Source: an optimization exercise on an open RTL-to-GDS flow (aim: small area, a short achievable clock period and few clock cycles per item). Production flows keep margins and buffers that such runs may drop. The RTL was checked by simulation tests, not by an equivalence proof against the original design. The clock cells of run 5 come from the design's own scripts or RTL, not from TritonCTS. The clock port is modelled as an ideal driver, which makes a skipped or thinned clock tree look cheaper than it is; a real chip needs a root buffer or a tree. Power is estimated from default activity; no workload was simulated.

`flow/remap.sh`:
```
#!/bin/bash
# Re-map the combinational logic of the standard synthesis with stronger ABC scripts and keep
# the smallest result. The flip-flops, the constant cell and every port stay as the standard
# synthesis made them: the cells are turned back into plain logic (unmap.py), except the
# sequential ones, and mapped again.
# usage: remap.sh NETLIST_IN NETLIST_OUT LOGDIR
set -euo pipefail
IN=$1; OUT=$2; LOGS=$3
HERE=$(cd "$(dirname "$0")" && pwd)
LIB=$FLOW_HOME/platforms/sky130hd/lib/sky130_fd_sc_hd__tt_025C_1v80.lib
TMP=$LOGS/remap; mkdir -p "$TMP"
python3 "$HERE/unmap.py" "$LIB" "$TMP/unmap.v" 2> "$TMP/unmap.log"
# the platform's don't-use cells
DU=$(awk '/DONT_USE_CELLS *\+=/{f=1} f{print; if ($0 !~ /\\$/) f=0}' "$FLOW_HOME/platforms/sky130hd/config.mk" \
     | tr ' \\' '\n\n' | grep '^sky130_fd_sc_hd__' | sort -u | sed 's/^/-dont_use /' | tr '\n' ' ')
echo "don't use: $DU"
i=0
run_one() {
  local k=$1 scr=$2
  printf '%s\n' "$scr" | tr ';' '\n' > "$TMP/s$k.abc"
  yosys -l "$TMP/remap$k.log" -p "
    read_liberty -lib $LIB
    read_verilog -defer $IN
    hierarchy -top top
    techmap -map $TMP/unmap.v
    techmap
    opt -purge
    abc -script $TMP/s$k.abc -liberty $LIB $DU
    opt_clean -purge
    splitnets
    opt_clean -purge
    tee -q -o $TMP/stat$k.txt stat -liberty $LIB
    write_verilog -noexpr -noattr -nohex -nodec $TMP/cand$k.v" > /dev/null 2>&1 || true
}
SCRIPTS=(
  "strash; dch; map -a; topo; dnsize"
  "strash; &get -n; &deepsyn -T 40 -S 1; &put; dch; map -a"
  "strash; &get -n; &deepsyn -T 40 -S 7; &put; dch; map -a"
  "strash; &get -n; &deepsyn -T 40 -S 23; &put; dch; map -a"
)
for k in "${!SCRIPTS[@]}"; do run_one "$k" "${SCRIPTS[$k]}" & done
wait
best=""; bestA=""
for k in "${!SCRIPTS[@]}"; do
  a=$(sed -n "s/.*Chip area for module '.top': *//p" "$TMP/stat$k.txt" 2>/dev/null || true)
  echo "script $k: ${SCRIPTS[$k]} area ${a:-failed}"
  [[ -n "$a" ]] || continue
  if [[ -z "$bestA" ]] || awk "BEGIN{exit !($a < $bestA)}"; then best=$k; bestA=$a; fi
done
echo "chosen: script $best, area $bestA"
cp "$TMP/cand$best.v" "$OUT"
```
`config.mk`:
```
export PLATFORM = sky130hd
export DESIGN_NAME = top
export DESIGN_NICKNAME = top
export VERILOG_FILES = /design/flow/design.v
export SDC_FILE = /design/flow/constraint.sdc
export NUM_CORES = 4
export LEC_CHECK = 0
export CAP_MARGIN = 20
export CORE_AREA = 2 2 66 66
export DIE_AREA = 0 0 68 68
export SLEW_MARGIN = 20
```
`flow/run.sh`:
```
#!/bin/bash
# Own layout flow: the standard synthesis, its combinational logic mapped again for area
# (remap.sh), then the standard ORFS layout with plain buffers on the ports and a tighter
# setup target for repair_timing. Each tool's output goes to a log file of its own here.
set -euo pipefail
cd "$(dirname "$0")/.."
RES=orfs/results/$FLOW_PLATFORM/top/base
mkdir -p logs_flow
bash standard.sh synth > logs_flow/1_standard_synth.log 2>&1
cp $RES/1_2_yosys.v logs_flow/1_2_yosys.standard.v
bash flow/remap.sh logs_flow/1_2_yosys.standard.v $RES/1_2_yosys.v logs_flow > logs_flow/2_remap.log 2>&1
rm -f $RES/1_synth.odb $RES/1_synth.sdc
bash standard.sh "BUFFER_PORTS_ARGS=-buffer_cell sky130_fd_sc_hd__buf_1" \
  "SETUP_SLACK_MARGIN=${SETUP_MARGIN:-0}" finish > logs_flow/3_standard_layout.log 2>&1
```
`flow/unmap.py`:
```
#!/usr/bin/env python3
"""Write a Yosys techmap file that turns each combinational cell of a liberty file back into
plain logic (assign statements from the cells' function attributes). Cells with a flip-flop,
latch or state table, cells without inputs and cells whose functions name anything but their
own pins are left out, so a techmap with this file keeps them as they are.
usage: unmap.py LIB OUT"""
import re
import sys

lib = open(sys.argv[1]).read()
out = open(sys.argv[2], "w")


def groups(text, kind):
    """(name, body) of each top-level `kind ("name") { ... }` group in text."""
    for m in re.finditer(r'\b%s\s*\(\s*"?([^")]*)"?\s*\)\s*\{' % kind, text):
        depth, i = 1, m.end()
        while depth:
            c = text[i]
            depth += c == "{"
            depth -= c == "}"
            i += 1
        yield m.group(1), text[m.end():i - 1], m.start()


n = 0
for cell, body, _ in groups(lib, "cell"):
    if re.search(r"\b(ff|latch|statetable|ff_bank|latch_bank)\s*\(", body):
        continue
    pins = {}
    for pin, pbody, _ in groups(body, "pin"):
        d = re.search(r'direction\s*:\s*"?(\w+)', pbody)
        f = re.search(r'\bfunction\s*:\s*"([^"]*)"', pbody)
        pins[pin] = (d.group(1) if d else "", f.group(1) if f else None)
    ins = [p for p, (d, _) in pins.items() if d == "input"]
    outs = [p for p, (d, _) in pins.items() if d == "output"]
    if not ins or not outs:
        continue
    ok = True
    assigns = []
    for p in outs:
        f = pins[p][1]
        if f is None or set(re.findall(r"[A-Za-z_]\w*", f)) - set(ins):
            ok = False
            break
        assigns.append(f"  assign {p} = {f.replace('!', '~').replace('+', '|').replace('*', '&')};")
    if not ok:
        continue
    out.write(f"module \\{cell} ({', '.join(ins + outs)});\n")
    out.write("".join(f"  input {p};\n" for p in ins))
    out.write("".join(f"  output {p};\n" for p in outs))
    out.write("\n".join(assigns) + "\nendmodule\n")
    n += 1
print(f"{n} cells", file=sys.stderr)
```
`design.v`:
```
module top(
    input clk,
    input rst,
    input [31:0] num,
    input start,
    output logic [31:0] Result,
    output done
    );
    wire big = |num[31:6];
    reg [5:0] idx;
    always @(posedge clk or posedge rst) begin
        if (rst)
            idx <= 6'd5;
        else if (start)
            idx <= num[5:0] | {6{big}};
    end
    always @(*) begin
        case (idx)
        6'd0 : Result = 32'h00000001;
        6'd1 : Result = 32'h00000001;
        6'd2 : Result = 32'h00000002;
        6'd3 : Result = 32'h00000006;
        6'd4 : Result = 32'h00000018;
        6'd5 : Result = 32'h00000078;
        6'd6 : Result = 32'h000002d0;
        6'd7 : Result = 32'h000013b0;
        6'd8 : Result = 32'h00009d80;
        6'd9 : Result = 32'h00058980;
        6'd10: Result = 32'h00375f00;
        6'd11: Result = 32'h02611500;
        6'd12: Result = 32'h1c8cfc00;
        6'd13: Result = 32'h7328cc00;
        6'd14: Result = 32'h4c3b2800;
        6'd15: Result = 32'h77775800;
        6'd16: Result = 32'h77758000;
        6'd17: Result = 32'heecd8000;
        6'd18: Result = 32'hca730000;
        6'd19: Result = 32'h06890000;
        6'd20: Result = 32'h82b40000;
        6'd21: Result = 32'hb8c40000;
        6'd22: Result = 32'he0d80000;
        6'd23: Result = 32'h33680000;
        6'd24: Result = 32'hd1c00000;
        6'd25: Result = 32'h7bc00000;
        6'd26: Result = 32'h91800000;
        6'd27: Result = 32'h58800000;
        6'd28: Result = 32'hae000000;
        6'd29: Result = 32'hb6000000;
        6'd30: Result = 32'h54000000;
        6'd31: Result = 32'h2c000000;
        6'd32: Result = 32'h80000000;
        6'd33: Result = 32'h80000000;
        default: Result = 32'h00000000;
        endcase
    end
    assign done = 1'b1;
endmodule
```
`standard.sh`:
```
#!/bin/bash
# synth_recipe.tcl (not shown) runs the flow's synth.tcl, then flattens the netlist and writes it again
# the make line also repeats each setting of config.mk as NAME=value (left out here)
make -C /OpenROAD-flow-scripts/flow DESIGN_CONFIG=/design/flow/config.mk WORK_HOME=/design/flow/orfs CLKGATE_MAP_FILE= SYNTH_SCRIPT=/design/flow/synth_recipe.tcl "${@:-finish}"
```
`constraint.sdc`:
```
create_clock -name core_clock -period 10.0 [get_ports {clk}]
set_input_delay 2.0000 -clock core_clock [delete_from_list [all_inputs] [get_ports {clk}]]
set_output_delay 2.0000 -clock core_clock [all_outputs]
set_load 0.01 [all_outputs]
```
==> results of run 1 <==
-- cell usage in the layout (no fill, tap or decap), drive strengths merged --
master and instances:
o22ai 1, clkinv 22, nor4 5, a31o 1
nor2 33, o21ai 10, a21oi 7, o221ai 1
o311ai 2, a32oi 1, or4 2, nor3 6
o32a 6, buf 66, clkbuf 3, o32ai 1
o31ai 3, nand2 10, conb 1, nand3 2
dfstp 2, dfrtp 4, a31oi 2
-- final timing paths --
path	endpoint	cells after the start
min in group asynchronous	idx[5]$_DFFE_PP0P_	2
min reg2reg	idx[2]$_DFFE_PP1P_	1
min	idx[2]$_DFFE_PP1P_	1
max	Result[24]	13
max in group asynchronous	idx[2]$_DFFE_PP1P_	2
max reg2reg	idx[0]$_DFFE_PP1P_	1
-- routing by layer --
metal | vias up | global-route usage, % | wire [µm]
met4 | 0 | 7.000 | 87
li1 | 578 | - | -
met3 | 12 | 2.138 | 445
met2 | 127 | 20.27 | 1249
met1 | 541 | 15.73 | 1177
met5 | - | 0 | 0
-- power by group --
group	switching, mW	internal (mW)
Sequential	0.00000000124	0.0245
Combinational	0.00298	0.00350
Clock	0.0100	0.0258
-- cell type report --
type	instances	area, µm²	area share, %
multi-input combinational	94	500.5	46.03
inverter	22	82.58	7.595
sequential	6	152.6	14.04
tap	50	62.56	5.754
clock buffer	3	41.29	3.797
timing repair buffer	66	247.7	22.78
-- critical path: stages (launching register included) --
cell and delay, ns:
sky130_fd_sc_hd__dfrtp_1 0.48, sky130_fd_sc_hd__clkinv_1 0.21, sky130_fd_sc_hd__nor3_1 0.39, sky130_fd_sc_hd__clkinv_1 0.24, sky130_fd_sc_hd__nor2_1 0.23, sky130_fd_sc_hd__clkinv_1 0.13
sky130_fd_sc_hd__o21ai_0 0.23, sky130_fd_sc_hd__o21ai_0 0.11, sky130_fd_sc_hd__clkinv_1 0.07, sky130_fd_sc_hd__nor2_1 0.05, sky130_fd_sc_hd__o32ai_1 0.22, sky130_fd_sc_hd__nand2_1 0.13
sky130_fd_sc_hd__a21oi_1 0.16, sky130_fd_sc_hd__buf_1 0.19
-- stage by stage --
step,setup slack (ns),instances,utilization [%]
after global routing,4.670,241,27.38
after floorplan,5.503,122,-
after global placement,5.111,238,26.34
after CTS,5.005,241,27.38
final,4.933,241,27.38
after detailed placement,5.253,238,26.34
==> reports/results.txt, run 1 <==
The smallest clock period supported by the final layout is computed as 5.067 ns. Clock-pin slew was measured on the worst setup and hold paths at 0.03 ns. Number of hold violations in the final report: 0. The synthesized area came out at 735.7 µm². The tools report the worst flop-to-flop path startpoint as idx[0]$_DFFE_PP1P_. The via count of the first global-routing pass was 1054.

Summed over all failing endpoints, the final setup total negative slack is 0 ns. Number of flip-flops under the largest register name: 6. Setup repair after global routing left no endpoint under its margin. STA classifies the critical path endpoint as a primary output. The number of warning messages in the yosys log was 1. In the final layout, the registers with the most flip-flops are idx (6).

Static timing analysis puts the maximum clock frequency at 197.4 MHz. Summed over all nets, the half-perimeter wirelength after detailed placement is 2408 µm. In the routed layout, each cell is associated on average with a via count of 5.220. Worst hold slack: 0.6197 ns. The tools report the instance area after placement as 1046 µm². After layout, the worst path uses 50.67% of the clock period. Synthesis produced a netlist with a net count of 157.

For the wire length of the first global-routing pass, the log shows 4526 µm. The run gives 1 as the number of H-tree branching levels. By startpoint and endpoint, the worst setup path is classified as reg2out. In the final routed layout, each cell accounts on average for 12.28 µm. The clock passes through at most 2 buffers. The starting density of the core was 18.53%; the overall die width was 68 µm. The run gives 0 ns as the worst clock skew on the final layout.

STA puts the critical path data arrival time at 3.07 ns. The final layout contains 228 nets. The run gives 1087 µm² as the final non-filler cell area. The critical path starts at idx[3]$_DFFE_PP0P_. For the area of the die, the log shows 4624 µm².

The number of remaining DRC errors is 0, and the register-to-register path setup slack is 9.14 ns. Count of nets left with antenna violations after detail routing: 0. Summed over all layers, the global routing overflow is 0. The number of max-slew violations in the final report is 0, and the number of I/O port buffers is 66. The tools report the type of element launching the critical path as a flop. The run gives 1258 as the total via count in the routed design. Detailed-route wire length: 2959 µm.

The tool flagged a number of max-cap violations equal to 0. The run gives 23 as the site row count. TritonCTS built the clock tree.

Entering global routing, the biggest net connects 11 pins. Of the cells placed in the final design, the portion with a size suffix greater than 1 is 7.330%. The floorplan core area is 3971 µm². The run gives 3 as the number of CTS-inserted buffers. The area growth from synthesis to layout works out to 47.79%. The worst voltage drop across the vdd grid was 0.05133 mV. Global routing consumed, over all layers together, 12.56% of the routing resources.

The register with the most flip-flops was idx. The clock net in this run drives a total of 6 sinks. The kind of path behind the tightest hold check is reg2reg. Buffers inserted to repair hold after CTS numbered 0. The run gives 0 as the initial antenna violation count.

For the iteration count of the initial detailed-routing pass, the log shows 5. The run finished with no timing, DRC or antenna violations. The first routing iteration left 136 violations.

The power density over the cells is 61.44 nW/µm², and the count of final setup violators is 0. The post-CTS setup-driven buffer insertion count came out at 0. The post-cts sizing count is 0, and the number of antenna cells inserted is 0. The top fanout value on the critical path works out to 7.

Routability-driven placement finished with a final weighted congestion of 1.013. STA puts the critical path data required time at 8.00 ns. The design draws 0.06680 mW. The number of cells produced by synthesis was 122. The tools report the master cell of the clock root buffer as sky130_fd_sc_hd__clkbuf_8. The run gives 0.3251 nW as the cell leakage power.

The layout has 447 filler cells. Averaged over all synthesized cells, the footprint is 6.030 µm². During I/O placement, the number of pins put on the boundary was 68.

The overall die height works out to 68 µm. The startpoint identified for the worst hold timing path is idx[2]$_DFFE_PP1P_. The latest clock arrival within the worst-skew pair was 0.22 ns.
Testbench counts, summed over its fixed seeds: cycles 2,400, items 2,400.
==> run 2, diff against run 1 <==
--- a/flow/run.sh
+++ b/flow/run.sh
@@ -9,6 +9,7 @@
 bash standard.sh synth > logs_flow/1_standard_synth.log 2>&1
 cp $RES/1_2_yosys.v logs_flow/1_2_yosys.standard.v
-bash flow/remap.sh logs_flow/1_2_yosys.standard.v $RES/1_2_yosys.v logs_flow > logs_flow/2_remap.log 2>&1
+bash flow/remap.sh logs_flow/1_2_yosys.standard.v $RES/1_2_yosys.v logs_flow constraint.sdc > logs_flow/2_remap.log 2>&1
 rm -f $RES/1_synth.odb $RES/1_synth.sdc
-bash standard.sh "BUFFER_PORTS_ARGS=-buffer_cell sky130_fd_sc_hd__buf_1" \
-  "SETUP_SLACK_MARGIN=${SETUP_MARGIN:-0}" finish > logs_flow/3_standard_layout.log 2>&1
+VARS=("BUFFER_PORTS_ARGS=-buffer_cell sky130_fd_sc_hd__buf_1")
+if [[ -n "${LAYOUT_VARS:-}" ]]; then IFS='|' read -ra more <<< "$LAYOUT_VARS"; VARS+=("${more[@]}"); fi
+bash standard.sh "${VARS[@]}" finish > logs_flow/3_standard_layout.log 2>&1
--- a/flow/remap.sh
+++ b/flow/remap.sh
@@ -4,7 +4,7 @@
 # synthesis made them: the cells are turned back into plain logic (unmap.py), except the
 # sequential ones, and mapped again.
-# usage: remap.sh NETLIST_IN NETLIST_OUT LOGDIR
+# usage: remap.sh NETLIST_IN NETLIST_OUT LOGDIR SDC
 set -euo pipefail
-IN=$1; OUT=$2; LOGS=$3
+IN=$1; OUT=$2; LOGS=$3; SDC=$4
 HERE=$(cd "$(dirname "$0")" && pwd)
 LIB=$FLOW_HOME/platforms/sky130hd/lib/sky130_fd_sc_hd__tt_025C_1v80.lib
@@ -33,19 +33,36 @@
     write_verilog -noexpr -noattr -nohex -nodec $TMP/cand$k.v" > /dev/null 2>&1 || true
 }
+DS="strash; &get -n; &deepsyn -T 30"
 SCRIPTS=(
-  "strash; dch; map -a; topo; dnsize"
-  "strash; &get -n; &deepsyn -T 40 -S 1; &put; dch; map -a"
-  "strash; &get -n; &deepsyn -T 40 -S 7; &put; dch; map -a"
-  "strash; &get -n; &deepsyn -T 40 -S 23; &put; dch; map -a"
+  "strash; dch; map"
+  "strash; dch; map -D 900 -a"
+  "$DS -S 1; &put; balance; dch; map"
+  "$DS -S 7; &put; balance; dch; map"
+  "$DS -S 23; &put; balance; dch; map"
+  "$DS -S 7; &put; &get -n; &b -d; &put; dch; map"
+  "$DS -S 7; &put; dch; map -a"
+  "$DS -S 1; &put; dch; map -D 1000"
 )
 for k in "${!SCRIPTS[@]}"; do run_one "$k" "${SCRIPTS[$k]}" & done
 wait
-best=""; bestA=""
+best=""; bestS=""
 for k in "${!SCRIPTS[@]}"; do
   a=$(sed -n "s/.*Chip area for module '.top': *//p" "$TMP/stat$k.txt" 2>/dev/null || true)
-  echo "script $k: ${SCRIPTS[$k]} area ${a:-failed}"
-  [[ -n "$a" ]] || continue
-  if [[ -z "$bestA" ]] || awk "BEGIN{exit !($a < $bestA)}"; then best=$k; bestA=$a; fi
+  [[ -n "$a" ]] || { echo "script $k failed"; continue; }
+  cat > "$TMP/sta$k.tcl" <<EOT
+read_liberty $LIB
+read_verilog $TMP/cand$k.v
+link_design top
+read_sdc $SDC
+set_propagated_clock [all_clocks]
+report_checks -to [all_outputs] -format end -group_path_count 1
+report_checks -to [all_registers -data_pins] -format end -group_path_count 1
+EOT
+  sta -no_init -exit "$TMP/sta$k.tcl" > "$TMP/sta$k.log" 2>&1 || true
+  read -r o r < <(awk '/\(output\)/{o=$4} /\/D /{r=$(NF-2)} END{print o+0, r+0}' "$TMP/sta$k.log")
+  s=$(awk "BEGIN{p=$o+2.5; if ($r > p) p=$r; printf \"%.1f\", ($a+350)*p}")
+  echo "script $k: ${SCRIPTS[$k]}: area $a, output arrival $o, register arrival $r, estimate $s"
+  if [[ -z "$bestS" ]] || awk "BEGIN{exit !($s < $bestS)}"; then best=$k; bestS=$s; fi
 done
-echo "chosen: script $best, area $bestA"
+echo "chosen: script $best, estimate $bestS"
 cp "$TMP/cand$best.v" "$OUT"
--- a/config.mk
+++ b/config.mk
@@ -8,4 +8,5 @@
 export CAP_MARGIN = 20
 export CORE_AREA = 2 2 66 66
+export CTS_BUF_LIST = sky130_fd_sc_hd__clkbuf_2
 export DIE_AREA = 0 0 68 68
 export SLEW_MARGIN = 20
==> run 2 against run 1 <==
Still clean. Final cell count decreased by 0.41%. Clock skew did not move. Sequential power hardly changed. Fmax increased by 12%. Combinational power increased by 1%. Clock power decreased by 51%. Highest routed layer unchanged.
==> reports/results.txt, run 2 <==
The flow ran to the end and the layout has no timing, DRC or antenna violations. TritonCTS built the clock tree. Most repeated library cell on the critical path: sky130_fd_sc_hd__o21ai_0 (was sky130_fd_sc_hd__clkinv_1). The clock edge transition at the registers on the reported setup and hold paths is 0.07 ns (was 0.03 ns), and the top fanout value on the critical path is 9 (was 7).

The register with the most flip-flops is idx (unchanged). The count of final setup violators is 0 (unchanged). The startpoint of the worst hold path is idx[0]$_DFFE_PP1P_ (was idx[2]$_DFFE_PP1P_). The average size of a mapped cell came out at 6.287 µm² (was 6.030 µm²). The run gives 2 (unchanged) as the number of buffers between clock root and the deepest sink. The master cell of the clock root buffer is sky130_fd_sc_hd__clkbuf_2 (was sky130_fd_sc_hd__clkbuf_8). The kind of path behind the tightest hold check was reg2reg (unchanged). The critical path data arrival time came out at 2.53 ns (was 3.07 ns). The tools report the register-to-register path setup slack as 9.06 ns (was 9.14 ns). For the latest clock arrival within the worst-skew pair, the log shows 0.23 ns (was 0.22 ns).

The synthesized netlist net count came out at 156 (was 157). The run gives 4624 µm² (unchanged) as the area of the die. The wire length of the first global-routing pass was 4940 µm (was 4526 µm); the number of cell instances on the worst register-to-register path was 1 (unchanged). Cell family with the largest share of critical-path delay: compound AO/OA/AOI/OAI gates (was buffers and inverters). The type of element launching the critical path is a flop (unchanged).

The per-cell routed wire length is 12.78 µm (was 12.28 µm). The logs give 4 (was 5) for the iteration count of the initial detailed-routing pass and 121 (was 122) for the number of cells produced by synthesis. The number of warning messages in the yosys log came out at 1 (unchanged). The number of I/O port buffers was 66 (unchanged); the number of antenna cells inserted was 0 (unchanged). The half-perimeter wire length after placement came out at 2541 µm (was 2408 µm).

The tools report the final setup TNS as 0 ns (unchanged). The power density over the cells was 44.73 nW/µm² (was 61.44 nW/µm²); the instance area after placement was 1071 µm² (was 1046 µm²). The starting density of the core is 19.16% (was 18.53%), and the number of H-tree branching levels is 1 (unchanged).

For the site row count, the log shows 23 (unchanged). The combined global-route utilization of all metal layers is 13.86% (was 12.56%), and the number of CTS-inserted buffers is 3 (unchanged). The initial detailed-routing violation count was 119 (was 136).

Synthesized area: 760.7 µm² (was 735.7 µm²). The largest stage delay on the critical path came out at 0.57 ns (was 0.48 ns). The number of flip-flops under the largest register name is 6 (unchanged). The maximum clock frequency is 220.8 MHz (was 197.4 MHz), and the number of nets in the layout is 227 (was 228).

The pin count of the biggest net entering global routing came out at 15 (was 11). The end of the worst hold path was idx[0]$_DFFE_PP1P_ (was idx[2]$_DFFE_PP1P_). Ordered cell list for the critical path: nor3b_1 -> nand3_1 -> o21ai_0 -> o22ai_1 -> a21oi_1 -> o21bai_1 -> o21ai_0 -> buf_1 (was clkinv_1 -> nor3_1 -> clkinv_1 -> nor2_1 -> clkinv_1 -> o21ai_0 -> o21ai_0 -> clkinv_1 -> nor2_1 -> o32ai_1 -> nand2_1 -> a21oi_1 -> buf_1). Total via count in the routed design: 1217 (was 1258).

The I/O pin count came out at 68 (unchanged). The tools report the capturing element type of the critical path as a primary output (unchanged). The period utilization came out at 45.29% (was 50.67%).

The post-CTS setup-driven buffer insertion count is 0 (unchanged). The most common cell after layout, fill and taps aside was sky130_fd_sc_hd__buf_1 (unchanged). The multi-input logic area came out at 551.8 µm² (was 500.5 µm²). The overall die height is 68 µm (unchanged).

Instance count along the most critical hold path: 1 (unchanged). The tools report the total placed cells including tap cells as 237 (was 238). At the pin with the least slew margin, the transition time is 0.6399 ns. The share of cells above drive strength 1 is 8.421% (was 7.330%), and the initial antenna violation count is 0 (unchanged). The overall die width works out to 68 µm (unchanged). The via density per instance came out at 5.071 (was 5.220).

The minimum period implied by the final worst setup slack was 4.529 ns (was 5.067 ns). The critical path class is reg2out (unchanged). The area growth from synthesis to layout works out to 42.76% (was 47.79%).

The tools report the number of hold violations in the final report as 0 (unchanged). For the data required time of the worst path, the log shows 8.00 ns (about the same). The detailed-route wire length was 3066 µm (was 2959 µm).

The via count of the first global-routing pass came out at 1132 (was 1054). Registers with the most flip-flops: idx (6) (unchanged). The number of buffers and inverters on the critical path works out to 1 (was 5). The post-cts sizing count was 0 (unchanged). The sum of overflow across all layers after global routing is 0 (unchanged). The worst clock skew on the final layout came out at 0 ns (unchanged). The logs give 1.033 (was 1.013) for the global placement routability congestion and 6 (unchanged) for the total clock sinks. The final non-filler cell area is 1086 µm² (was 1087 µm²).

The cell leakage power was 0.3402 nW (was 0.3251 nW); the max-cap violation count was 0 (unchanged). The run gives 465 (was 447) as the number of inserted filler cells in the final layout. The tools report the worst flop-to-flop path startpoint as idx[2]$_DFFE_PP1P_ (was idx[0]$_DFFE_PP1P_).

The critical register-to-register path endpoint is idx[2]$_DFFE_PP1P_ (was idx[0]$_DFFE_PP1P_). Most frequent cells in the layout: sky130_fd_sc_hd__buf_1 (66), sky130_fd_sc_hd__nor2_1 (24), sky130_fd_sc_hd__clkinv_1 (15), sky130_fd_sc_hd__nand2_1 (15), sky130_fd_sc_hd__o21ai_0 (10) (was sky130_fd_sc_hd__buf_1 (66), sky130_fd_sc_hd__nor2_1 (33), sky130_fd_sc_hd__clkinv_1 (22)). The combined flip-flop and latch cell area was 152.6 µm² (unchanged); the floorplan core area was 3971 µm² (unchanged). Worst voltage drop across the vdd grid: 0.02424 mV (was 0.05133 mV). Number of remaining DRC errors: 0 (unchanged). Setup repair after global routing left no endpoint under its margin.

Cell type of the slowest stage on the worst timing path: sky130_fd_sc_hd__nor3b_1 (was sky130_fd_sc_hd__dfrtp_1). The run gives 240 (was 241) as the number of standard cells in the final layout excluding fillers. Measured against its own limit, the worst slew margin works out to 56.24%. For the count of nets left with antenna violations after detail routing, the log shows 0 (unchanged). The number of hold buffers added after cts was 0 (unchanged). The run gives 0 (unchanged) as the number of max-slew violations in the final report.
-- run 2: report_power, final --
group | switching (mW) | internal, mW | total (mW)
logic | 0.00306 | 0.00350 | 0.00656
clock network | 0.00956 | 0.00814 | 0.0177
registers | 0.00000000147 | 0.0243 | 0.0243
-- run 2: through the flow --
stage               utilization [%]  power (mW)  setup slack, ns  hold slack, ns
floorplan                         -     0.02602            6.105          0.5853
global placement              26.97     0.03118            5.674          0.6264
detailed placement            26.97     0.03140            5.721          0.6239
CTS                           27.35     0.04928            5.450          0.6353
global route                  27.35     0.05062            5.147          0.6515
finish                        27.35     0.04857            5.471          0.6368
-- run 2: worst max-delay path by stage --
stage                       startpoint    endpoint  depth (start not counted)
finish              idx[3]$_DFFE_PP0P_  Result[22]                          8
floorplan           idx[3]$_DFFE_PP0P_  Result[22]                          7
global route        idx[3]$_DFFE_PP0P_  Result[24]                          8
global placement    idx[3]$_DFFE_PP0P_  Result[24]                          8
detailed placement  idx[3]$_DFFE_PP0P_  Result[22]                          8
CTS                 idx[3]$_DFFE_PP0P_  Result[22]                          8
-- run 2: final cells by class --
class / instances / area share (%)
timing repair buffer: 66 / 22.81
inverter: 15 / 5.184
clock buffer: 3 / 1.382
tap: 50 / 5.760
sequential: 6 / 14.06
multi-input combinational: 100 / 50.81
-- run 2: routing by layer --
metal | up-vias | wire length (µm) | global-route usage (%) | part of all wire, %
met5 | - | 0 | 0 | 0
met4 | 0 | 59 | 5.250 | 1.9
met3 | 8 | 296 | 1.974 | 9.7
met2 | 68 | 1515 | 24.03 | 49
met1 | 549 | 1194 | 17.21 | 39
li1 | 592 | - | - | -
==> run 3, diff against run 2 <==
--- a/flow/remap.sh
+++ b/flow/remap.sh
@@ -16,7 +16,11 @@
 echo "don't use: $DU"
 i=0
+# The flip-flops' fan-in (the operand checks and the hold multiplexers) has slack to spare and
+# is mapped for area; the table behind the flip-flops, which sets the clock period, is mapped
+# with each script below in turn.
 run_one() {
   local k=$1 scr=$2
-  printf '%s\n' "$scr" | tr ';' '\n' > "$TMP/s$k.abc"
+  printf '%s\n' "$scr" | tr ';' '\n' > "$TMP/rom$k.abc"
+  printf '%s\n' "strash; dch; map -a" | tr ';' '\n' > "$TMP/in$k.abc"
   yosys -l "$TMP/remap$k.log" -p "
     read_liberty -lib $LIB
@@ -26,5 +30,10 @@
     techmap
     opt -purge
-    abc -script $TMP/s$k.abc -liberty $LIB $DU
+    select -set flops t:sky130_fd_sc_hd__df*
+    select -set incone @flops %ci*
+    select -set rom @incone %n
+    abc -script $TMP/in$k.abc -liberty $LIB $DU @incone
+    abc -script $TMP/rom$k.abc -liberty $LIB $DU @rom
+    select -clear
     opt_clean -purge
     splitnets
@@ -33,14 +42,14 @@
     write_verilog -noexpr -noattr -nohex -nodec $TMP/cand$k.v" > /dev/null 2>&1 || true
 }
-DS="strash; &get -n; &deepsyn -T 30"
+DS="strash; &get -n; &deepsyn"
 SCRIPTS=(
   "strash; dch; map"
-  "strash; dch; map -D 900 -a"
-  "$DS -S 1; &put; balance; dch; map"
-  "$DS -S 7; &put; balance; dch; map"
-  "$DS -S 23; &put; balance; dch; map"
-  "$DS -S 7; &put; &get -n; &b -d; &put; dch; map"
-  "$DS -S 7; &put; dch; map -a"
-  "$DS -S 1; &put; dch; map -D 1000"
+  "$DS -T 20 -S 1; &put; balance; dch; map"
+  "$DS -T 30 -S 2; &put; balance; dch; map"
+  "$DS -T 40 -S 3; &put; balance; dch; map"
+  "$DS -T 30 -S 4; &put; balance; dch; map -D 700"
+  "$DS -T 30 -S 5; &put; &get -n; &b -d; &dch; &nf; &put"
+  "$DS -T 25 -S 6; &put; balance; dch; map"
+  "$DS -T 35 -S 7; &put; balance; dch; map"
 )
 for k in "${!SCRIPTS[@]}"; do run_one "$k" "${SCRIPTS[$k]}" & done
@@ -61,5 +70,5 @@
   sta -no_init -exit "$TMP/sta$k.tcl" > "$TMP/sta$k.log" 2>&1 || true
   read -r o r < <(awk '/\(output\)/{o=$4} /\/D /{r=$(NF-2)} END{print o+0, r+0}' "$TMP/sta$k.log")
-  s=$(awk "BEGIN{p=$o+2.5; if ($r > p) p=$r; printf \"%.1f\", ($a+350)*p}")
+  s=$(awk "BEGIN{p=$o+2.5; if ($r > p) p=$r; printf \"%.1f\", ($a+290)*p}")
   echo "script $k: ${SCRIPTS[$k]}: area $a, output arrival $o, register arrival $r, estimate $s"
   if [[ -z "$bestS" ]] || awk "BEGIN{exit !($s < $bestS)}"; then best=$k; bestS=$s; fi
==> run 3 against run 2 <==
Clock skew is the same. Sequential share of layout area unchanged. Still clean. Utilization did not move. Largest cell class unchanged. Sequential cell count unchanged. Non-clock buffer count unchanged. Final cell count grew 2.1%. Setup slack better by 0.26 ns. Global-route usage is 1.3 points lower.
==> reports/results.txt, run 3 <==
Most frequent cells in the layout: sky130_fd_sc_hd__buf_1 (66), sky130_fd_sc_hd__nand2_1 (28), sky130_fd_sc_hd__nor2_1 (22) (was sky130_fd_sc_hd__buf_1 (66), sky130_fd_sc_hd__nor2_1 (24), sky130_fd_sc_hd__clkinv_1 (15), sky130_fd_sc_hd__nand2_1 (15), sky130_fd_sc_hd__o21ai_0 (10)). The wire length of the first global-routing pass is 4588 µm (was 4940 µm). The register with the most flip-flops is idx (unchanged). The total via count in the routed design is 1201 (was 1217), and the number of flip-flops under the largest register name is 6 (unchanged). The number of H-tree branching levels came out at 1 (unchanged). The most common cell after layout, fill and taps aside is sky130_fd_sc_hd__buf_1 (unchanged). The tools report the type of element launching the critical path as a flop (unchanged). The flow ran to the end and the layout has no timing, DRC or antenna violations. Via density per instance: 4.902 (was 5.071). Number of warning messages in the yosys log: 1 (unchanged). For the met3 usage, the log shows 2.467% (was 1.974%). Per-cell routed wire length: 11.63 µm (was 12.78 µm). The tools report the initial antenna violation count as 0 (unchanged). The headroom to the max-slew limit was 62.15% (was 56.24%).

The capturing element type of the critical path was a primary output (unchanged). The overall die width was 68 µm (unchanged). The clock edge transition at the registers on the reported setup and hold paths is 0.05 ns (was 0.07 ns), and the iteration count of the initial detailed-routing pass is 4 (unchanged). The tools report the number of nets in the layout as 232 (was 227). For the data required time of the worst path, the log shows 8.00 ns (about the same). The tools report the latest clock arrival within the worst-skew pair as 0.22 ns (was 0.23 ns). Kind of path behind the tightest hold check: reg2reg (unchanged). The starting density of the core came out at 19.16% (unchanged). The tools report the number of max-slew violations in the final report as 0 (unchanged).

The tools report the global-route met1 utilization as 15.33% (was 17.21%). Minimum period implied by the final worst setup slack: 4.267 ns (was 4.529 ns). The master cell of the clock root buffer is sky130_fd_sc_hd__clkbuf_2 (unchanged). The pin count of the biggest net entering global routing was 15 (unchanged); the number of remaining DRC errors was 0 (unchanged).

The top fanout value on the critical path is 6 (was 9). The critical path data arrival time is 2.27 ns (was 2.53 ns). Setup repair after global routing left no endpoint under its margin.

The number of I/O port buffers is 66 (unchanged). For the number of hold buffers added after cts, the log shows 0 (unchanged). The count of final setup violators is 0 (unchanged), and the maximum clock frequency is 234.3 MHz (was 220.8 MHz). The combined global-route utilization of all metal layers was 12.52% (was 13.86%); the final setup TNS was 0 ns (unchanged).

The final total power was 0.04701 mW (was 0.04857 mW). For the area of the die, the log shows 4624 µm² (unchanged). The most heavily used metal layer in global routing is met2 (unchanged). The cell leakage power was 0.3691 nW (was 0.3402 nW).

The synthesized area was 760.7 µm² (unchanged). The actual slew at the worst max-slew pin works out to 0.5634 ns (was 0.6399 ns). Registers with the most flip-flops: idx (6) (unchanged). The number of CTS-inserted buffers was 3 (unchanged); the initial detailed-routing violation count was 109 (was 119). The global placement routability congestion was 0.9027 (was 1.033); the overall die height was 68 µm (unchanged).

The share of cells above drive strength 1 was 7.692% (was 8.421%); the sum of overflow across all layers after global routing was 0 (unchanged). The synthesized netlist net count was 161 (was 156); the number of buffers between clock root and the deepest sink was 2 (unchanged). The register-to-register path setup slack was 9.12 ns (was 9.06 ns). The post-CTS setup-driven buffer insertion count was 0 (unchanged); the max-cap violation count was 0 (unchanged). The number of hold violations in the final report is 0 (unchanged). The count of nets left with antenna violations after detail routing was 0 (unchanged); the worst clock skew on the final layout was 0 ns (unchanged). The logs give 21.72% (was 24.03%) for the met2 demand-to-capacity share in global routing and 1124 (was 1132) for the via count of the first global-routing pass. The post-cts sizing count came out at 0 (unchanged).

The floorplan core area is 3971 µm² (unchanged). Critical path class: reg2out (unchanged). The period utilization came out at 42.67% (was 45.29%). The average size of a mapped cell works out to 6.038 µm² (was 6.287 µm²). For the I/O pin count, the log shows 68 (unchanged). The logs give 0 (unchanged) for the number of antenna cells inserted and 126 (was 121) for the number of cells produced by synthesis. The area growth from synthesis to layout is 42.76% (unchanged). The worst voltage drop across the vdd grid is 0.04132 mV (was 0.02424 mV), and the power density over the cells is 43.29 nW/µm² (was 44.73 nW/µm²). The logs give 2849 µm (was 3066 µm) for the detailed-route wire length and 6 (unchanged) for the total clock sinks. For the half-perimeter wire length after placement, the log shows 2440 µm (was 2541 µm).

Site row count: 23 (unchanged). TritonCTS built the clock tree. The tools report the number of inserted filler cells in the final layout as 478 (was 465).
## run 3: routing by layer
layer,up-vias,wire length (µm)
met3,4,254
met2,50,1398
met1,556,1170
met5,-,0
li1,591,-
met4,0,26
## run 3: critical path, cell delays in order, from the launching register on
cell and delay (ns):
sky130_fd_sc_hd__dfrtp_1 0.42, sky130_fd_sc_hd__clkinv_1 0.19, sky130_fd_sc_hd__nor3_1 0.48, sky130_fd_sc_hd__clkinv_1 0.24, sky130_fd_sc_hd__a21oi_1 0.20, sky130_fd_sc_hd__o21ai_0 0.17
sky130_fd_sc_hd__nand3_1 0.11, sky130_fd_sc_hd__o21ai_0 0.09, sky130_fd_sc_hd__buf_1 0.13
## run 3: area by class of cell
cell class / instances / area (µm²) / area share, %
multi-input combinational: 102 / 540.5 / 49.77
timing repair buffer: 66 / 247.7 / 22.81
tap: 50 / 62.56 / 5.760
clock buffer: 3 / 15.01 / 1.382
sequential: 6 / 152.6 / 14.06
inverter: 18 / 67.56 / 6.221
## run 3: through the flow
stage          util, %  setup WS (ns)  std cells  area, µm²  hold slack [ns]
6_report         27.35          5.733        245       1086           0.5937
5_1_grt          27.35          5.427        245       1086           0.6232
4_1_cts          27.35          5.735        245       1086           0.6058
3_5_place_dp     26.97          6.001        242       1071           0.5918
3_3_place_gp     26.97          5.965        242       1071           0.5813
2_1_floorplan        -          6.248        126      760.7           0.5430
## run 3: worst paths after layout
check	start	to	cells after the start
max in group asynchronous	rst	idx[2]$_DFFE_PP1P_	2
setup reg to reg	idx[1]$_DFFE_PP0P_	idx[1]$_DFFE_PP0P_	1
min in group asynchronous	rst	idx[3]$_DFFE_PP0P_	2
hold / removal	idx[5]$_DFFE_PP0P_	idx[5]$_DFFE_PP0P_	1
hold reg to reg	idx[5]$_DFFE_PP0P_	idx[5]$_DFFE_PP0P_	1
setup / recovery	idx[3]$_DFFE_PP0P_	Result[23]	8
## run 3: power breakdown
| part | switching, mW | internal (mW) |
|---|---|---|
| Sequential | 0.00000000126 | 0.0244 |
| Combinational | 0.00296 | 0.00349 |
| Clock | 0.00811 | 0.00810 |
==> run 4, diff against run 3 <==
--- a/flow/run.sh
+++ b/flow/run.sh
@@ -11,5 +11,7 @@
 bash flow/remap.sh logs_flow/1_2_yosys.standard.v $RES/1_2_yosys.v logs_flow constraint.sdc > logs_flow/2_remap.log 2>&1
 rm -f $RES/1_synth.odb $RES/1_synth.sdc
-VARS=("BUFFER_PORTS_ARGS=-buffer_cell sky130_fd_sc_hd__buf_1")
+# Port buffers: the smallest plain buffer. Timing repair: upsizing only, aiming 5.8 ns below
+# the clock period (about where the added area stops paying for the shorter period).
+VARS=("BUFFER_PORTS_ARGS=-buffer_cell sky130_fd_sc_hd__buf_1" "SETUP_SLACK_MARGIN=5.8" "SETUP_MOVE_SEQUENCE=sizeup")
 if [[ -n "${LAYOUT_VARS:-}" ]]; then IFS='|' read -ra more <<< "$LAYOUT_VARS"; VARS+=("${more[@]}"); fi
 bash standard.sh "${VARS[@]}" finish > logs_flow/3_standard_layout.log 2>&1
==> run 4 against run 3 <==
Sequential share of layout area is 0.11 points lower. Clock skew stayed put. Critical path type unchanged. Die area stayed put. Via count is 0.25% higher. Cell area is 1.6% higher. Clock-buffer cell count stayed put.
==> reports/results.txt, run 4 <==
The flow ran to the end and the layout has no timing, DRC or antenna violations. The multi-input logic area is 556.8 µm² (was 540.5 µm²), and the wire length of the first global-routing pass is 4609 µm (was 4588 µm). Maximum clock frequency: 249.8 MHz (was 234.3 MHz). The area growth from synthesis to layout is 45.07% (was 42.76%). The final non-filler cell area came out at 1104 µm² (was 1086 µm²). The kind of path behind the tightest hold check was reg2reg (unchanged). The tools report the count of final setup violators as 0 (unchanged). Register-to-register path setup slack: 9.13 ns (was 9.12 ns).

The number of antenna cells inserted came out at 0 (unchanged). For the combined flip-flop and latch cell area, the log shows 153.9 µm² (was 152.6 µm²). The per-cell routed wire length is 11.74 µm (was 11.63 µm). The number of I/O port buffers is 66 (unchanged), and the instance area after placement is 1071 µm² (unchanged). The period utilization came out at 40.03% (was 42.67%).

The worst voltage drop across the vdd grid was 0.04131 mV (was 0.04132 mV). Half-perimeter wire length after placement: 2440 µm (unchanged). The tools report the max-cap violation count as 0 (unchanged).

The critical path class is reg2out (unchanged). The pin count of the biggest net entering global routing was 15 (unchanged). The tools report the master cell of the clock root buffer as sky130_fd_sc_hd__clkbuf_2 (unchanged).

Registers with the most flip-flops: idx (6) (unchanged). For the sum of overflow across all layers after global routing, the log shows 0 (unchanged). The synthesized area is 760.7 µm² (unchanged). The critical register-to-register path endpoint was idx[0]$_DFFE_PP1P_ (was idx[1]$_DFFE_PP0P_). The synthesized netlist net count was 161 (unchanged); the critical path data arrival time was 2.00 ns (was 2.27 ns). The number of CTS-inserted buffers is 3 (unchanged), and the number of cell instances on the worst register-to-register path is 1 (unchanged). The number of cells produced by synthesis came out at 126 (unchanged). Most frequent cells in the layout: sky130_fd_sc_hd__buf_1 (66), sky130_fd_sc_hd__nand2_1 (28), sky130_fd_sc_hd__nor2_1 (20) (was sky130_fd_sc_hd__buf_1 (66), sky130_fd_sc_hd__nand2_1 (28), sky130_fd_sc_hd__nor2_1 (22)). The startpoint of the worst hold path is idx[2]$_DFFE_PP1P_ (was idx[5]$_DFFE_PP0P_). Latest clock arrival within the worst-skew pair: 0.22 ns (about the same). The final total power is 0.04706 mW (was 0.04701 mW), and the number of remaining DRC errors is 0 (unchanged).

Floorplan core area: 3971 µm² (unchanged). Setup repair after global routing left no endpoint under its margin. The number of H-tree branching levels was 1 (unchanged).

For the number of warning messages in the yosys log, the log shows 1 (unchanged). The number of nets in the layout was 232 (unchanged); the initial detailed-routing violation count was 83 (was 109). The final setup TNS was 0 ns (unchanged); the via density per instance was 4.914 (was 4.902). Register with the most flip-flops: idx (unchanged). For the post-CTS setup-driven buffer insertion count, the log shows 0 (unchanged). Clock edge transition at the registers on the reported setup and hold paths: 0.05 ns (about the same). Largest stage delay on the critical path: 0.63 ns (was 0.48 ns). The end of the worst hold path is idx[2]$_DFFE_PP1P_ (was idx[5]$_DFFE_PP0P_). TritonCTS built the clock tree. For the worst clock skew on the final layout, the log shows 0 ns (unchanged). The minimum period implied by the final worst setup slack was 4.003 ns (was 4.267 ns). The run gives 242 (unchanged) as the total placed cells including tap cells. For the total via count in the routed design, the log shows 1204 (was 1201). Data required time of the worst path: 8.00 ns (about the same). The detailed-route wire length was 2877 µm (was 2849 µm).

The instance count along the most critical hold path works out to 1 (unchanged). The power density over the cells was 42.64 nW/µm² (was 43.29 nW/µm²); the number of hold violations in the final report was 0 (unchanged). The number of flip-flops under the largest register name was 6 (unchanged); the top fanout value on the critical path was 11 (was 6). The tools report the number of standard cells in the final layout excluding fillers as 245 (unchanged). Most common cell after layout, fill and taps aside: sky130_fd_sc_hd__buf_1 (unchanged). The run gives 0 (unchanged) as the number of max-slew violations in the final report. The count of nets left with antenna violations after detail routing was 0 (unchanged). The iteration count of the initial detailed-routing pass came out at 4 (unchanged).

The capturing element type of the critical path is a primary output (unchanged). The cell type of the slowest stage on the worst timing path is sky130_fd_sc_hd__dfstp_2 (was sky130_fd_sc_hd__nor3_1). The logs give 0 (unchanged) for the initial antenna violation count and 0.9027 (unchanged) for the global placement routability congestion.

The type of element launching the critical path is a flop (unchanged). Ordered cell list for the critical path: clkinv_1 -> nand2_1 -> a21oi_1 -> or2_2 -> a211o_2 -> buf_1 (was clkinv_1 -> nor3_1 -> clkinv_1 -> a21oi_1 -> o21ai_0 -> nand3_1 -> o21ai_0 -> buf_1). Worst flop-to-flop path startpoint: idx[0]$_DFFE_PP1P_ (was idx[1]$_DFFE_PP0P_). The overall die width is 68 µm (unchanged), and the combined global-route utilization of all metal layers is 12.59% (was 12.52%).

Total clock sinks: 6 (unchanged). The cell leakage power was 0.3714 nW (was 0.3691 nW). The number of hold buffers added after cts is 0 (unchanged), and the share of cells above drive strength 1 is 9.744% (was 7.692%).

The starting density of the core came out at 19.16% (unchanged). The average size of a mapped cell came out at 6.038 µm² (unchanged). The overall die height is 68 µm (unchanged).

The run gives 1132 (was 1124) as the via count of the first global-routing pass. The logs give 2 (unchanged) for the number of buffers between clock root and the deepest sink and 479 (was 478) for the number of inserted filler cells in the final layout. The site row count was 23 (unchanged); the area of the die was 4624 µm² (unchanged).

The I/O pin count came out at 68 (unchanged).
run 4: per-stage QoR:
| stage | utilization [%] | setup slack (ns) | hold slack (ns) |
|---|---|---|---|
| 3_3_place_gp | 26.97 | 5.965 | 0.5813 |
| 5_1_grt | 27.79 | 5.822 | 0.6232 |
| 3_5_place_dp | 26.97 | 6.001 | 0.5918 |
| 4_1_cts | 27.47 | 5.835 | 0.6080 |
| 6_report | 27.79 | 5.997 | 0.6050 |
| 2_1_floorplan | - | 6.248 | 0.5430 |
run 4: what timing repair did:
| action | CTS | global route |
|---|---|---|
| gates resized for setup | 1 | 5 |
| setup endpoints to repair | 1 | 12 |
| pin swaps | 0 | 0 |
run 4: layout make-up:
| class | instances | area share (%) |
|---|---|---|
| Sequential cell | 6 | 13.95 |
| Timing Repair Buffer | 66 | 22.45 |
| Clock buffer | 3 | 1.361 |
| Multi-Input combinational cell | 102 | 50.45 |
| Tap cell | 50 | 5.669 |
| Inverter | 18 | 6.122 |
run 4: worst max path at each step:
stage | start | endpoint | depth (start not counted)
global route | idx[2]$_DFFE_PP1P_ | Result[23] | 7
detailed placement | idx[3]$_DFFE_PP0P_ | Result[23] | 8
CTS | idx[1]$_DFFE_PP0P_ | Result[31] | 7
floorplan | idx[3]$_DFFE_PP0P_ | Result[23] | 7
global placement | idx[3]$_DFFE_PP0P_ | Result[23] | 8
finish | idx[2]$_DFFE_PP1P_ | Result[28] | 6
run 4: worst max-delay path: cells and delay by family (launching register included):
kind / cells / cell delay [ns]
AOI/OAI and AO/OA: 2 / 0.36
buffers and inverters: 2 / 0.29
DFF: 1 / 0.63
and+or+nand+nor: 2 / 0.49
run 4: routing by layer:
layer  vias up  share of wire [%]  GRT usage [%]
li1        591                  -              -
met1       559                 42          15.53
met2        48                 49          21.60
met3         6                7.5          2.467
met4         0                1.0          4.500
met5         -                  0              0
run 4: power by group:
group	switching (mW)	total (mW)	internal (mW)
Combinational	0.00295	0.00644	0.00349
Clock	0.00816	0.0163	0.00810
Sequential	0.00000000136	0.0244	0.0244
Total	0.0111	0.0471	0.0359
==> run 5, diff against run 4 <==
--- a/flow/run.sh
+++ b/flow/run.sh
@@ -11,7 +11,9 @@
 bash flow/remap.sh logs_flow/1_2_yosys.standard.v $RES/1_2_yosys.v logs_flow constraint.sdc > logs_flow/2_remap.log 2>&1
 rm -f $RES/1_synth.odb $RES/1_synth.sdc
-# Port buffers: the smallest plain buffer. Timing repair: upsizing only, aiming 5.8 ns below
-# the clock period (about where the added area stops paying for the shorter period).
-VARS=("BUFFER_PORTS_ARGS=-buffer_cell sky130_fd_sc_hd__buf_1" "SETUP_SLACK_MARGIN=5.8" "SETUP_MOVE_SEQUENCE=sizeup")
+# Port buffers: the smallest plain buffer. Timing repair: upsizing only, aiming 5.85 ns below
+# the clock period (about where the added area stops paying for the shorter period). Clock
+# tree: one buffer for all six flip-flops (clkbuf.tcl, run after CTS).
+VARS=("BUFFER_PORTS_ARGS=-buffer_cell sky130_fd_sc_hd__buf_1" "SETUP_SLACK_MARGIN=5.85" "SETUP_MOVE_SEQUENCE=sizeup"
+      "POST_CTS_TCL=$PWD/flow/clkbuf.tcl")
 if [[ -n "${LAYOUT_VARS:-}" ]]; then IFS='|' read -ra more <<< "$LAYOUT_VARS"; VARS+=("${more[@]}"); fi
 bash standard.sh "${VARS[@]}" finish > logs_flow/3_standard_layout.log 2>&1
==> flow/clkbuf.tcl (new file) <==
# Clock tree for a handful of flip-flops: after CTS, the tree CTS built is replaced by one
# clock buffer, placed at the centre of the flip-flops, that drives every flip-flop clock pin,
# so all of them see the same clock arrival through a single buffer. Run as the POST_CTS hook.
set block [ord::get_db_block]
set port_net [[$block findBTerm clk] getNet]
set sinks {}
set bufs {}
set nets {}
set queue [list $port_net]
while {[llength $queue]} {
  set net [lindex $queue 0]
  set queue [lrange $queue 1 end]
  foreach it [$net getITerms] {
    if {![$it isInputSignal]} { continue }
    set inst [$it getInst]
    if {[string match "sky130_fd_sc_hd__clkbuf_*" [[$inst getMaster] getName]]} {
      lappend bufs $inst
      set out [[$inst findITerm X] getNet]
      lappend nets $out
      lappend queue $out
    } else {
      lappend sinks $it
    }
  }
}
set xs 0; set ys 0
foreach it $sinks {
  set loc [[$it getInst] getLocation]
  incr xs [lindex $loc 0]; incr ys [lindex $loc 1]
  $it disconnect
}
foreach inst $bufs { odb::dbInst_destroy $inst }
foreach net $nets { odb::dbNet_destroy $net }
set master [[ord::get_db] findMaster sky130_fd_sc_hd__clkbuf_4]
set buf [odb::dbInst_create $block $master clkbuf_root]
set leaf [odb::dbNet_create $block clknet_root]
$leaf setSigType CLOCK
[$buf findITerm A] connect $port_net
[$buf findITerm X] connect $leaf
foreach it $sinks { $it connect $leaf }
set n [llength $sinks]
$buf setLocation [expr {$xs / $n}] [expr {$ys / $n}]
$buf setPlacementStatus PLACED
puts "clkbuf.tcl: removed [llength $bufs] CTS buffers; clkbuf_root drives $n clock pins"
detailed_placement
check_placement -verbose
estimate_parasitics -placement
report_clock_skew
==> run 5 against run 4 <==
Critical endpoint is now Result[31]. Synthesized cell count unchanged. Still clean. Clock power decreased by 37%. First-iteration DRC count increased by 17%. Area after synthesis unchanged. Combinational power about the same. Utilization decreased by 0.25 points. Cell area decreased by 0.91%. Wire length decreased by 0.97%.
==> reports/results.txt, run 5 <==
The final total power came out at 0.04096 mW (was 0.04706 mW). Capturing element type of the critical path: a primary output (unchanged). The tools report the startpoint of the worst hold path as idx[3]$_DFFE_PP0P_ (was idx[2]$_DFFE_PP1P_). The maximum clock frequency is 254.1 MHz (was 249.8 MHz), and the number of flip-flops under the largest register name is 6 (unchanged). The total via count in the routed design is 1190 (was 1204), and the pin count of the biggest net entering global routing is 15 (unchanged). The tools report the number of antenna cells inserted as 0 (unchanged). Most common cell after layout, fill and taps aside: sky130_fd_sc_hd__buf_1 (unchanged). The synthesized area is 760.7 µm² (unchanged). The type of element launching the critical path is a flop (unchanged). The critical path data arrival time came out at 1.94 ns (was 2.00 ns). The logs give 0 (unchanged) for the sum of overflow across all layers after global routing and 0.6068 ns (was 0.6050 ns) for the worst hold slack. The power density over the cells works out to 37.46 nW/µm² (was 42.64 nW/µm²). The tools report the launching element of the worst setup path as idx[1]$_DFFE_PP0P_ (was idx[2]$_DFFE_PP1P_). The tools report the half-perimeter wire length after placement as 2440 µm (unchanged). The top fanout value on the critical path is 14 (was 11), and the minimum period implied by the final worst setup slack is 3.935 ns (was 4.003 ns).

The run gives 0.3641 nW (was 0.3714 nW) as the cell leakage power. The register with the most flip-flops is idx (unchanged). The global placement routability congestion is 0.9027 (unchanged), and the multi-input logic area is 554.3 µm² (was 556.8 µm²). The tools report the detailed-route wire length as 2849 µm (was 2877 µm). Met2 wirelength from detailed routing: 1400 µm (was 1423 µm).

The overall die width works out to 68 µm (unchanged). The number of warning messages in the yosys log was 1 (unchanged); the worst clock skew on the final layout was 0 ns (unchanged). For the number of nets in the layout, the log shows 230 (was 232). The data required time of the worst path is 8.00 ns (about the same).

Setup repair after global routing left no endpoint under its margin. The run finished with no timing, DRC or antenna violations. The overall die height was 68 µm (unchanged). The cell that appears most often on the critical path is sky130_fd_sc_hd__clkinv_1.

Worst flop-to-flop path startpoint: idx[0]$_DFFE_PP1P_ (unchanged). The area growth from synthesis to layout works out to 43.75% (was 45.07%). The I/O pin count is 68 (unchanged).

The worst voltage drop across the vdd grid is 0.04031 mV (was 0.04131 mV), and the via density per instance is 4.897 (was 4.914). The area of the die is 4624 µm² (unchanged). The highest signal layer in the routed design is met4 (unchanged).

The routed length on met3 was 242 µm (was 216 µm). The tools report the site row count as 23 (unchanged). The wire length of the first global-routing pass came out at 4581 µm (was 4609 µm). The tools report the number of max-slew violations in the final report as 0 (unchanged). The tools report the final setup TNS as 0 ns (unchanged). The kind of path behind the tightest hold check was reg2reg (unchanged). The run gives 1177 µm (was 1207 µm) as the sum of routed wire segments on met1. The combined flip-flop and latch cell area is 153.9 µm² (unchanged). The synthesized netlist net count was 161 (unchanged); the per-cell routed wire length was 11.72 µm (was 11.74 µm). The logs give 12.32% (was 12.59%) for the combined global-route utilization of all metal layers and 0 (unchanged) for the count of nets left with antenna violations after detail routing.

The critical path class was reg2out (unchanged). The logs give 0 (unchanged) for the number of hold violations in the final report and 3971 µm² (unchanged) for the floorplan core area. The total clock sinks came out at 6 (unchanged). The period utilization came out at 39.35% (was 40.03%).

Most frequent cells in the layout: sky130_fd_sc_hd__buf_1 (66), sky130_fd_sc_hd__nand2_1 (28), sky130_fd_sc_hd__nor2_1 (21) (was sky130_fd_sc_hd__buf_1 (66), sky130_fd_sc_hd__nand2_1 (28), sky130_fd_sc_hd__nor2_1 (20)). The iteration count of the initial detailed-routing pass was 4 (unchanged). For the latest clock arrival within the worst-skew pair, the log shows 0.13 ns (was 0.22 ns). The tools report the count of final setup violators as 0 (unchanged). The run gives 1118 (was 1132) as the via count of the first global-routing pass. The number of I/O port buffers is 66 (unchanged), and the share of cells above drive strength 1 is 8.290% (was 9.744%). Clock edge transition at the registers on the reported setup and hold paths: 0.06 ns (was 0.05 ns).

For the number of remaining DRC errors, the log shows 0 (unchanged). The starting density of the core is 19.16% (unchanged). The largest stage delay on the critical path is 0.50 ns (was 0.63 ns), and the number of cells produced by synthesis is 126 (unchanged). The run gives 97 (was 83) as the initial detailed-routing violation count. The max-cap violation count is 0 (unchanged), and the initial antenna violation count is 0 (unchanged).

For the number of inserted filler cells in the final layout, the log shows 478 (was 479). Ordered cell list for the critical path: clkinv_1 -> nor2_1 -> clkinv_1 -> o22ai_1 -> a21oi_1 -> o41ai_1 -> buf_1 (was clkinv_1 -> nand2_1 -> a21oi_1 -> or2_2 -> a211o_2 -> buf_1). Cell type of the slowest stage on the worst timing path: sky130_fd_sc_hd__dfrtp_2 (was sky130_fd_sc_hd__dfstp_2).

Registers with the most flip-flops: idx (6) (unchanged). The average size of a mapped cell works out to 6.038 µm² (unchanged).
run 5: power by group:
| part | leakage, nW | internal [mW] | switching, mW |
|---|---|---|---|
| clock | 0.00460 | 0.00476 | 0.00546 |
| sequential | 0.0557 | 0.0243 | 0.00000000134 |
| combinational | 0.304 | 0.00349 | 0.00295 |
| total | 0.364 | 0.0326 | 0.00841 |
run 5: routing by layer:
layer	track usage (%)	vias to the layer above
li1	-	589
met5	0	-
met3	2.467	6
met4	2.250	0
met2	21.72	49
met1	15.53	546
run 5: per-stage QoR:
stage                     cell area [µm²]  util [%]  setup slack, ns  instances
after detailed placement             1071     26.97            6.001        242
after global routing                 1094     27.54            5.876        243
final                                1094     27.54            6.065        243
after floorplan                     760.7         -            6.248        126
after global placement               1071     26.97            5.965        242
run 5: path summary, 6_finish.rpt:
check                                      to  slack [ns]  cells past startpoint
max reg2reg                idx[0]$_DFFE_PP1P_        9.13                      1
max in group asynchronous  idx[2]$_DFFE_PP1P_        8.06                      2
max                                Result[31]        6.06                      7
min in group asynchronous  idx[3]$_DFFE_PP0P_        1.71                      2
min                        idx[3]$_DFFE_PP0P_        0.61                      1
min reg2reg                idx[3]$_DFFE_PP0P_        0.61                      1
run 5: worst max-delay path: cells and delay by family, from the launching register on:
kind / cells / cell delay (ns)
buffers and inverters: 3 / 0.63
AOI/OAI and AO/OA: 3 / 0.41
DFF: 1 / 0.50
and+or+nand+nor: 1 / 0.26
run 5: layout make-up:
type                       instances  area share [%]
buffer                             1          0.6865
inverter                          18           6.178
multi-input combinational        102           50.69
sequential                         6           14.07
tap                               50           5.721
timing repair buffer              66           22.65

==> separate check: timing with driven ports <==
No port has a modelled driver above. Below, the same layouts with a new extraction and two added sets of constraints.
Step 1, drivers: a clkbuf_16 drives clk and a buf_2 each remaining input, both assumed.
Step 2 moves the port delays by t, midway between the first and last clock arrival at a register: inputs arrive t later, outputs are due t later. That takes back most of the time a late clock gives input paths.
a / b / c = ideal ports / drivers / drivers and shift; a / b = the first two.
run	t (ns)	setup WS [ns]	worst setup path after step 2	worst register clock-pin slew, ns
run 1	0.242	4.933 / 4.910 / 5.153	register to output	0.04 / 0.04
run 2	0.245	5.471 / 5.451 / 5.697	register to output	0.07 / 0.07
run 3	0.233	5.733 / 5.717 / 5.950	register to output	0.05 / 0.05
run 4	0.233	5.997 / 5.981 / 6.215	register to output	0.05 / 0.05
run 5	0.150	6.065 / 6.048 / 6.198	register to output	0.06 / 0.06
After both steps setup and hold are still met in every run listed.
